This is an optimization exercise on Yosys and OpenROAD, whose aim is small area, a short achievable clock period and few clock cycles, not a production implementation.
Only simulation tests tie the RTL to the original design; equivalence was not proved.
No activity file was given, so power comes from the tool's default toggle rates.

## SimpleCPU
module SimpleCPU(clk, rst, data_fromRAM, wrEn, addr_toRAM, data_toRAM, pCounter);
For scale: roughly 78 flip-flops.
export LEC_CHECK = 0
export ABC_AREA = 1
export CAP_MARGIN = 20
export CORE_MARGIN = 2
export CORE_UTILIZATION = 40
export CTS_BUF_LIST = sky130_fd_sc_hd__clkbuf_8
export SETUP_SLACK_MARGIN = 3.2
export SLEW_MARGIN = 20
export SYNTH_HIERARCHICAL = 1
create_clock -name core_clock -period 7.0 [get_ports {clk}]
standard.sh (not shown) runs the stock make flow with config.mk's settings and CLKGATE_MAP_FILE= SYNTH_SCRIPT=/design/flow/synth_recipe.tcl, a recipe that flattens the netlist after the stock synthesis.
==> flow/flow/run.sh <==
#!/bin/bash
# The standard layout (the standard.sh), with two changes to how the
# resizer treats the port buffers: buffer_ports inserts buf_4 cells instead of
# its default delay-cell buffer, and sizing may swap a cell for one of another
# footprint, so that the port buffers can be sized for speed.
# Each tool's output goes to standard.log in this folder.
set -o pipefail
bash standard.sh MATCH_CELL_FOOTPRINT=0 "BUFFER_PORTS_ARGS=-buffer_cell sky130_fd_sc_hd__buf_4" finish > standard.log 2>&1
Testbench counts at the start, summed over its fixed seeds: cycles 110,687.
Next try:
- CTS_BUF_LIST: sky130_fd_sc_hd__clkbuf_8 -> default
Outcome: Clock skew shrinks by 0.012 ns; worst hold slack gets worse by 0.014 ns; power is higher by 4.7%; count of clock-buffer cells in the layout is unchanged.
Next try:
==> flow/flow/run.sh (replaced) <==
#!/bin/bash
# The standard layout (the standard.sh), with two changes to how the
# resizer treats the port buffers: buffer_ports inserts buf_1 cells instead of
# its default delay-cell buffer, and sizing may swap a cell for one of another
# footprint, so that the port buffers can be sized for speed.
# Each tool's output goes to standard.log in this folder.
set -o pipefail
bash standard.sh MATCH_CELL_FOOTPRINT=0 "BUFFER_PORTS_ARGS=-buffer_cell sky130_fd_sc_hd__buf_1" finish > standard.log 2>&1
- CTS_BUF_LIST: default -> sky130_fd_sc_hd__clkbuf_4 sky130_fd_sc_hd__clkbuf_8
=> Non-clock buffer count went up by 7; final area goes down by 0.55%; hold slack gets better by 0.0086 ns; fmax drops by 0.96%; wire length rises by 3.4%; synthesized cell count stays the same; clock-buffer cell count stays the same.

---

The RTL this note starts from:
==> flow/design.v <==
`timescale 1ns / 1ps
module SimpleCPU(clk, rst, data_fromRAM, wrEn, addr_toRAM, data_toRAM, pCounter);
parameter SIZE = 10;
input clk, rst;
input wire [15:0] data_fromRAM;
output reg wrEn;
output reg [SIZE-1:0] addr_toRAM;
output wire [15:0] data_toRAM;
output reg [SIZE-1:0] pCounter;
localparam S_D = 3'd0;    
localparam S_E = 3'd1;    
localparam S_F = 3'd2;    
localparam S_R = 3'd3;    
localparam S_M = 3'd4;    
reg [2:0]  state, stateNext;
reg [2:0]  op, opNext;
reg [15:0] W, WNext;
reg [9:0]  S4, S4Next;      
reg        pend, pendNext;  
reg [15:0] Mreg;
reg [15:0] acc;
reg [1:0]  cnt, cntNext;
reg [9:0]  pcNext;
reg        sD, sI, sP1, sP, s4;
reg        sDn, sIn, sP1n, sPn, s4n;
wire [15:0] I     = data_fromRAM;
wire [2:0]  iop   = I[15:13];
wire        azero = (I[12:0] == 13'd0);
wire [9:0]  pc1   = pCounter + 10'd1;
wire        Wz    = (W == 16'd0);
assign data_toRAM = W;
wire [15:0] M = data_fromRAM;
wire        sh_zero = (|M[15:5]) | (M[4] & ~|M[3:0]);
wire [15:0] Wrev, sh_in, sh_out, sh_rev;
genvar g;
generate for (g = 0; g < 16; g = g + 1) begin : rv
  assign Wrev[g] = W[15-g];
  assign sh_rev[g] = sh_out[15-g];
end endgenerate
assign sh_in  = M[4] ? Wrev : W;
assign sh_out = sh_in >> M[3:0];
wire [15:0] srl_res = sh_zero ? 16'd0 : (M[4] ? sh_rev : sh_out);
reg [15:0] alu;
always @* begin
  case (op)
    3'd0: alu = W + M;
    3'd1: alu = ~(W & M);
    3'd2: alu = srl_res;
    3'd3: alu = {15'd0, W < M};
    default: alu = M;
  endcase
end
wire [3:0]  nib   = Mreg[15:12];
wire        blo   = Mreg[11];
wire [15:0] accs  = {acc[11:0], 4'd0};   
wire        one_l = nib[0] ^ blo;
wire        two_l = (nib[1] & ~nib[0] & ~blo) | (~nib[1] & nib[0] & blo);
wire        neg_l = nib[1];
wire        one_h = nib[2] ^ nib[1];
wire        two_h = (nib[3] & ~nib[2] & ~nib[1]) | (~nib[3] & nib[2] & nib[1]);
wire        neg_h = nib[3];
wire [15:0] Wx2   = {W[14:0], 1'b0};
wire [15:0] row_l = (({16{one_l}} & W) | ({16{two_l}} & Wx2)) ^ {16{neg_l}};
wire [15:0] row_h = ((({16{one_h}} & W) | ({16{two_h}} & Wx2)) ^ {16{neg_h}}) << 2;
wire [15:0] row_a = {accs[15:4], 1'b0, neg_h, 1'b0, neg_l};
wire [15:0] cs_s  = row_l ^ row_h ^ row_a;
wire [15:0] cs_c  = {((row_l[14:0] & row_h[14:0]) | (row_l[14:0] & row_a[14:0]) | (row_h[14:0] & row_a[14:0])), 1'b0};
wire [15:0] prod  = cs_s + cs_c;
wire inD = (state == S_D);
wire inE = (state == S_E);
wire inM = (state == S_M);
wire inF = (state == S_F);
wire inR = (state == S_R);
wire d_st  = (iop == 3'd6);
wire d_bz  = (iop == 3'd4);
wire [9:0] addr_w;
wire       wrEn_w;
SimpleCPU_bus u_bus (.I(I), .S4(S4), .pc(pCounter), .pc1(pc1), .eaq(sD), .rI(sI),
                     .p1q(sP1), .rP(sP), .r4(s4), .wq(~rst & sD & ~pend),
                     .addr(addr_w), .wrEn(wrEn_w));
always @* begin
  addr_toRAM = addr_w;
  wrEn       = wrEn_w;
end
always @(posedge clk) begin
  state    <= stateNext;
  pCounter <= pcNext;
  op       <= opNext;
  W        <= WNext;
  S4       <= S4Next;
  pend     <= pendNext;
  acc      <= inE ? 16'd0 : prod;
  cnt      <= cntNext;
  Mreg     <= inM ? {Mreg[11:0], 4'd0} : data_fromRAM;
  sD       <= sDn;
  sI       <= sIn;
  sP1      <= sP1n;
  sP       <= sPn;
  s4       <= s4n;
end
wire [9:0] ea_d = I[9:0] | ({10{azero}} & S4);
always @* begin
  stateNext = state;
  pcNext    = pCounter;
  opNext    = op;
  WNext     = pend ? prod : W;
  S4Next    = S4;
  pendNext  = 1'b0;
  cntNext   = 2'd0;
  sDn = 1'b0; sIn = 1'b0; sP1n = 1'b0; sPn = 1'b0; s4n = 1'b0;
  if (rst) begin
    stateNext = S_R;
    s4n       = 1'b1;
    pcNext    = 10'd0;
    if (inR) S4Next = I[9:0];
  end else begin
    case (state)
      S_R: begin                               
        S4Next    = I[9:0];
        stateNext = S_F;
        sPn       = 1'b1;
      end
      S_D: begin
        opNext = iop;
        if (d_st) begin                        
          stateNext = S_F;
          sPn       = 1'b1;
          if (!pend) begin                     
            pcNext = pc1;
            if (ea_d == 10'd4) S4Next = W[9:0];
          end
        end else if (d_bz && pend) begin       
          stateNext = S_F;
          sPn       = 1'b1;
        end else begin
          stateNext = S_E;
          sIn  = d_bz & Wz;                    
          sP1n = ~(d_bz & Wz) & (iop != 3'd7);
          sPn  = (iop == 3'd7);
        end
      end
      S_E: begin
        stateNext = S_D;
        sDn       = 1'b1;
        if (op == 3'd4) begin                  
          pcNext = Wz ? M[9:0] : pc1;
        end else if (op == 3'd7) begin         
          stateNext = S_M;
          sDn       = 1'b0;
          sPn       = 1'b1;
        end else begin
          WNext  = alu;
          pcNext = pc1;
        end
      end
      S_M: begin
        cntNext = cnt + 2'd1;
        sP1n    = (cnt == 2'd1);
        sPn     = (cnt == 2'd0);
        if (cnt == 2'd2) begin                 
          pcNext    = pc1;
          pendNext  = 1'b1;
          stateNext = S_D;
          sDn       = 1'b1;
        end
      end
      default: begin                           
        stateNext = S_D;
        sDn       = 1'b1;
      end
    endcase
  end
end
endmodule
module SimpleCPU_bus(I, S4, pc, pc1, eaq, rI, p1q, rP, r4, wq, addr, wrEn);
input  [15:0] I;
input  [9:0]  S4, pc, pc1;
input         eaq, rI, p1q, rP, r4, wq;
output [9:0]  addr;
output        wrEn;
wire azero = (I[12:0] == 13'd0);
assign addr = ({10{eaq}} & (I[9:0] | ({10{azero}} & S4)))
            | ({10{rI}} & I[9:0])
            | ({10{p1q}} & pc1)
            | ({10{rP}} & pc)
            | {7'd0, r4, 2'd0};
assign wrEn = wq & (I[15:13] == 3'd6);
endmodule
==> flow/config.mk <==
export PLATFORM = sky130hd
export DESIGN_NAME = SimpleCPU
export DESIGN_NICKNAME = SimpleCPU
export VERILOG_FILES = /design/flow/design.v
export SDC_FILE = /design/flow/constraint.sdc
export NUM_CORES = 4
export LEC_CHECK = 0
export ABC_AREA = 1
export CAP_MARGIN = 20
export CORE_MARGIN = 2
export CORE_UTILIZATION = 40
export CTS_BUF_LIST = sky130_fd_sc_hd__clkbuf_4 sky130_fd_sc_hd__clkbuf_8
export SETUP_SLACK_MARGIN = 3.4
export SLEW_MARGIN = 20
export SYNTH_HIERARCHICAL = 1
==> flow/constraint.sdc <==
create_clock -name core_clock -period 7.0 [get_ports {clk}]
set_input_delay 1.4000 -clock core_clock [delete_from_list [all_inputs] [get_ports {clk}]]
set_output_delay 1.4000 -clock core_clock [all_outputs]
set_load 0.01 [all_outputs]
==> flow/flow/run.sh <==
#!/bin/bash
# The standard layout (the standard.sh), with two changes to how the
# resizer treats the port buffers: buffer_ports inserts buf_4 cells instead of
# its default delay-cell buffer, and sizing may swap a cell for one of another
# footprint, so that the port buffers can be sized for speed.
# Each tool's output goes to standard.log in this folder.
set -o pipefail
bash standard.sh MATCH_CELL_FOOTPRINT=0 "BUFFER_PORTS_ARGS=-buffer_cell sky130_fd_sc_hd__buf_4" finish > standard.log 2>&1
Testbench counts at the start, summed over its fixed seeds: cycles 110,687.
Change:
- SETUP_SLACK_MARGIN: 3.4 -> 3.2
Outcome: Clock power stays flat. Synthesized cell count is unchanged. Area after synthesis is unchanged. Non-clock buffer count drops by 18.
Change:
==> flow/run.sh (new file) <==
#!/bin/bash
# synth_recipe.tcl (not shown) runs the flow's synth.tcl, then flattens the netlist and writes it again
# the make line also repeats each setting of config.mk as NAME=value (left out here)
make -C /OpenROAD-flow-scripts/flow DESIGN_CONFIG=/design/flow/config.mk WORK_HOME=/design/flow/orfs CLKGATE_MAP_FILE= SYNTH_SCRIPT=/design/flow/synth_recipe.tcl finish
- ABC_AREA: 1 -> not set
- CTS_BUF_LIST: sky130_fd_sc_hd__clkbuf_4 sky130_fd_sc_hd__clkbuf_8 -> not set
- SETUP_SLACK_MARGIN: 3.2 -> 2.9
removed: flow/flow/run.sh
removed: flow/standard.sh
Effect: Total power climbs by 10%; die area climbs by 5.0%; global-route usage falls by 1.4 points; clock skew is lower by 0.022 ns; design area climbs by 8.2%; combinational power is higher by about 8%; flip-flop and latch count is unchanged.
Change:
==> flow/flow/run.sh (new file) <==
#!/bin/bash
# The standard layout (the standard.sh), with two changes to how the
# resizer treats the port buffers: buffer_ports inserts buf_4 cells instead of
# its default delay-cell buffer, and sizing may swap a cell for one of another
# footprint, so that the port buffers can be sized for speed.
# Each tool's output goes to standard.log in this folder.
set -o pipefail
bash standard.sh MATCH_CELL_FOOTPRINT=0 "BUFFER_PORTS_ARGS=-buffer_cell sky130_fd_sc_hd__buf_4" finish > standard.log 2>&1
==> flow/standard.sh (new file) <==
#!/bin/bash
# synth_recipe.tcl (not shown) runs the flow's synth.tcl, then flattens the netlist and writes it again
# the make line also repeats each setting of config.mk as NAME=value (left out here)
make -C /OpenROAD-flow-scripts/flow DESIGN_CONFIG=/design/flow/config.mk WORK_HOME=/design/flow/orfs CLKGATE_MAP_FILE= SYNTH_SCRIPT=/design/flow/synth_recipe.tcl "${@:-finish}"
- ABC_AREA: not set -> 1
- CTS_BUF_LIST: not set -> sky130_fd_sc_hd__clkbuf_4 sky130_fd_sc_hd__clkbuf_8
- SETUP_SLACK_MARGIN: 2.9 -> 3.1
removed: flow/run.sh
Effect: The changed run produced a clean layout. Total power falls by about 9%. Core utilization falls by 1.8 points. Final area goes down by 7.8%. Synthesized area goes down by about 5%. Maximum frequency went up by 5.0%. Via count grows by about 4%. Sequential share of layout area rose by 1.5 points.

---

job 7069:
RTL: the design.v shown in full above, as it stands there.
make LEC_CHECK=0 CAP_MARGIN=20 CORE_MARGIN=2 CORE_UTILIZATION=40 CTS_BUF_LIST='sky130_fd_sc_hd__clkbuf_4 sky130_fd_sc_hd__clkbuf_8' SETUP_SLACK_MARGIN=2.9 SLEW_MARGIN=20 SYNTH_HIERARCHICAL=1 finish   # period 7.0 ns
run.sh (not shown) runs the stock make flow with config.mk's settings and CLKGATE_MAP_FILE= SYNTH_SCRIPT=/design/flow/synth_recipe.tcl, a recipe that flattens the netlist after the stock synthesis.
Stock flow here: none of the scripts above is used.
Testbench counts of job 7069, summed over its fixed seeds: cycles 110,687.
The following lists how job 6899 was set up differently from job 7069:
# job 7069
export LEC_CHECK = 0
export CAP_MARGIN = 20
export CORE_MARGIN = 2
export CORE_UTILIZATION = 40
export CTS_BUF_LIST = sky130_fd_sc_hd__clkbuf_4 sky130_fd_sc_hd__clkbuf_8
export SETUP_SLACK_MARGIN = 2.9
export SLEW_MARGIN = 20
export SYNTH_HIERARCHICAL = 1
create_clock -name core_clock -period 7.0 [get_ports {clk}]
# job 6899
export LEC_CHECK = 0
export ABC_AREA = 1
export CAP_MARGIN = 20
export CORE_MARGIN = 2
export CORE_UTILIZATION = 40
export CTS_BUF_LIST = sky130_fd_sc_hd__clkbuf_4 sky130_fd_sc_hd__clkbuf_8
export SETUP_SLACK_MARGIN = 2.9
export SLEW_MARGIN = 20
export SYNTH_HIERARCHICAL = 1
create_clock -name core_clock -period 7.0 [get_ports {clk}]
Findings:
- Post-layout total power down 140 uW in job 6899 wrt job 7069
- Against job 7069, detailed placement HPWL in job 6899 came out worse.
- Utilization of the core after routing across job 7069 and job 6899: no real change.
- Compared with job 7069, job 6899 supports a higher clock frequency.
- [compare] base=job 7069 new=job 6899: delay of the slowest cell on the worst path now larger; xor and xnor fraction of the mapped netlist area higher; horizontal die dimension fell by 3.5 um.
What job 8965 does differently from job 6899 at the input level:
# job 6899
export LEC_CHECK = 0
export ABC_AREA = 1
export CAP_MARGIN = 20
export CORE_MARGIN = 2
export CORE_UTILIZATION = 40
export CTS_BUF_LIST = sky130_fd_sc_hd__clkbuf_4 sky130_fd_sc_hd__clkbuf_8
export SETUP_SLACK_MARGIN = 2.9
export SLEW_MARGIN = 20
export SYNTH_HIERARCHICAL = 1
create_clock -name core_clock -period 7.0 [get_ports {clk}]
# job 8965
export LEC_CHECK = 0
export ABC_AREA = 1
export CAP_MARGIN = 20
export CORE_MARGIN = 2
export CORE_UTILIZATION = 40
export SETUP_SLACK_MARGIN = 2.9
export SLEW_MARGIN = 20
export SYNTH_HIERARCHICAL = 1
create_clock -name core_clock -period 7.0 [get_ports {clk}]
--- outcome ---
- On global-route usage, job 6899 tracks job 8965 almost exactly.
- Total wire length after detailed routing on job 8965 is up relative to job 6899.
- Final area of job 8965 exceeds that of job 6899 slightly.
- On fmax, job 6899 and job 8965 are basically level.
- Compared with job 6899, job 8965 shows growth of design area from synthesis to finish higher by 1.2 points.
- Job 8965 against job 6899: area of the mapped netlist level; total power moved up; global route total overflow level.
- Looking only at met1 usage in global routing, and setting everything else aside, the lower value of job 6899 and job 8965 goes to job 6899.
The inputs of job 6869 differ from those of job 8965 as listed below.
# job 8965
export LEC_CHECK = 0
export ABC_AREA = 1
export CAP_MARGIN = 20
export CORE_MARGIN = 2
export CORE_UTILIZATION = 40
export SETUP_SLACK_MARGIN = 2.9
export SLEW_MARGIN = 20
export SYNTH_HIERARCHICAL = 1
create_clock -name core_clock -period 7.0 [get_ports {clk}]
# job 6869
export LEC_CHECK = 0
export ABC_AREA = 1
export CAP_MARGIN = 20
export CORE_MARGIN = 2
export CORE_UTILIZATION = 40
export CTS_BUF_LIST = sky130_fd_sc_hd__clkbuf_4 sky130_fd_sc_hd__clkbuf_8
export SETUP_SLACK_MARGIN = 3.2
export SLEW_MARGIN = 20
export SYNTH_HIERARCHICAL = 1
create_clock -name core_clock -period 7.0 [get_ports {clk}]
==> flow/flow/run.sh (new file) <==
#!/bin/bash
# The standard layout (the standard.sh), with two changes to how the
# resizer treats the port buffers: buffer_ports inserts buf_2 cells instead of
# its default delay-cell buffer, and sizing may swap a cell for one of another
# footprint, so that the port buffers can be sized for speed.
# Each tool's output goes to standard.log in this folder.
set -o pipefail
bash standard.sh MATCH_CELL_FOOTPRINT=0 "BUFFER_PORTS_ARGS=-buffer_cell sky130_fd_sc_hd__buf_2" finish > standard.log 2>&1
==> flow/standard.sh (new file) <==
#!/bin/bash
# synth_recipe.tcl (not shown) runs the flow's synth.tcl, then flattens the netlist and writes it again
# the make line also repeats each setting of config.mk as NAME=value (left out here)
make -C /OpenROAD-flow-scripts/flow DESIGN_CONFIG=/design/flow/config.mk WORK_HOME=/design/flow/orfs CLKGATE_MAP_FILE= SYNTH_SCRIPT=/design/flow/synth_recipe.tcl "${@:-finish}"
removed: flow/run.sh
==> run notes <==
- Summary of job 6869 over job 8965: setup slack rose 0.13 ns, total power fell 6.1%, power spent charging and discharging nets fell 4.1%.
- Taking job 8965 as the reference, in job 6869 wire length fell by about 2.8%; via count fell by about 2.2%; count of multi-input combinational gates stayed essentially flat; data arrival time at the worst-slack endpoint fell by 1.78 ns.
- Global-route usage delta for job 6869 relative to job 8965: 0.28 points lower
- Going from job 8965 to job 6869, final setup violation count neither gained nor lost much, detailed-routing wirelength on met1 now smaller, summed area of non-filler cells in the final layout decreased about 3%.
Input-level comparison between job 7817 and job 6869:
# job 6869
export LEC_CHECK = 0
export ABC_AREA = 1
export CAP_MARGIN = 20
export CORE_MARGIN = 2
export CORE_UTILIZATION = 40
export CTS_BUF_LIST = sky130_fd_sc_hd__clkbuf_4 sky130_fd_sc_hd__clkbuf_8
export SETUP_SLACK_MARGIN = 3.2
export SLEW_MARGIN = 20
export SYNTH_HIERARCHICAL = 1
create_clock -name core_clock -period 7.0 [get_ports {clk}]
# job 7817
export LEC_CHECK = 0
export ABC_AREA = 1
export CAP_MARGIN = 20
export CORE_MARGIN = 2
export CORE_UTILIZATION = 40
export SETUP_SLACK_MARGIN = 3.1
export SLEW_MARGIN = 20
export SYNTH_HIERARCHICAL = 1
create_clock -name core_clock -period 7.0 [get_ports {clk}]
==> flow/run.sh (new file) <==
#!/bin/bash
# synth_recipe.tcl (not shown) runs the flow's synth.tcl, then flattens the netlist and writes it again
# the make line also repeats each setting of config.mk as NAME=value (left out here)
make -C /OpenROAD-flow-scripts/flow DESIGN_CONFIG=/design/flow/config.mk WORK_HOME=/design/flow/orfs CLKGATE_MAP_FILE= SYNTH_SCRIPT=/design/flow/synth_recipe.tcl finish
removed: flow/flow/run.sh
removed: flow/standard.sh
[summary]
Job 7817: done, clean on timing, DRC and antenna. Job 6869: all stages complete, timing, DRC and antenna checks passed. Via count: job 7817 worse than job 6869. Worst hold slack for job 7817: 0.017 ns down relative to job 6869. Of job 7817 and job 6869, job 6869 shows the lower fraction of the cycle the final worst path needs, with job 7817 above it. Between job 7817 and job 6869, the difference in area of the multi-input gates is negligible. Wire length of the first global-routing pass deteriorates in job 7817 relative to job 6869. Job 7817 vs job 6869 — setup slack dropped 0.054 ns. In the reports for job 7817 and job 6869, the smaller share of power burned in the clock network belongs to job 6869. From job 6869 to job 7817 the numbers moved as follows: post-detailed-placement half-perimeter wirelength climbed 510 um, logic gate share of total power dropped 1.4 points, layout overhead on the synthesized area climbed 6.1 points. On data arrival time of the critical path: between job 7817 and job 6869, it ends up higher for job 7817.

[port drivers added, routing unchanged]
The results above use ideal ports. As a check the final layouts listed here were re-extracted and re-timed, cells and wires unchanged. Step 1 (the two cells are an assumption about what drives the block):
set clk [get_ports {clk}]
set_driving_cell -lib_cell sky130_fd_sc_hd__clkbuf_16 $clk
set_driving_cell -lib_cell sky130_fd_sc_hd__buf_2 [delete_from_list [all_inputs] $clk]
Step 2 moves the port delays by t, midway between the first and last clock arrival at a register: inputs arrive t later, outputs are due t later. That takes back most of the time a late clock gives input paths. a / b / c = no drivers / after step 1 / after step 2; a / b = the first two.
| run | t (ns) | setup WS [ns] | worst register clock-pin slew, ns |
|---|---|---|---|
| the first run of note 1 | 0.424 | 3.156 / 3.133 / 3.052 | 0.12 / 0.12 |
| the second run of note 1 | 0.405 | 3.168 / 3.144 / 3.116 | 0.08 / 0.08 |
| the third run of note 1 | 0.419 | 3.131 / 3.109 / 2.857 | 0.11 / 0.11 |
| the first run of note 2 | 0.419 | 3.156 / 3.132 / 3.132 | 0.11 / 0.11 |
| the second run of note 2 | 0.424 | 3.156 / 3.133 / 3.052 | 0.12 / 0.12 |
| the third run of note 2 | 0.396 | 2.940 / 2.919 / 2.732 | 0.07 / 0.07 |
| the fourth run of note 2 | 0.421 | 3.133 / 3.112 / 2.919 | 0.12 / 0.12 |
| job 7069 | 0.427 | 2.951 / 2.911 / 2.836 | 0.10 / 0.10 |
| job 6899 | 0.417 | 3.030 / 3.004 / 2.859 | 0.11 / 0.11 |
| job 8965 | 0.400 | 3.030 / 3.016 / 2.903 | 0.07 / 0.07 |
| job 6869 | 0.421 | 3.162 / 3.139 / 2.953 | 0.10 / 0.10 |
| job 7817 | 0.401 | 3.109 / 3.070 / 2.996 | 0.07 / 0.07 |
After both steps every run listed still meets setup and hold. The setup slack of the third run of note 1, which loses most, moves by -0.022 ns with the drivers and by -0.274 ns with both steps.
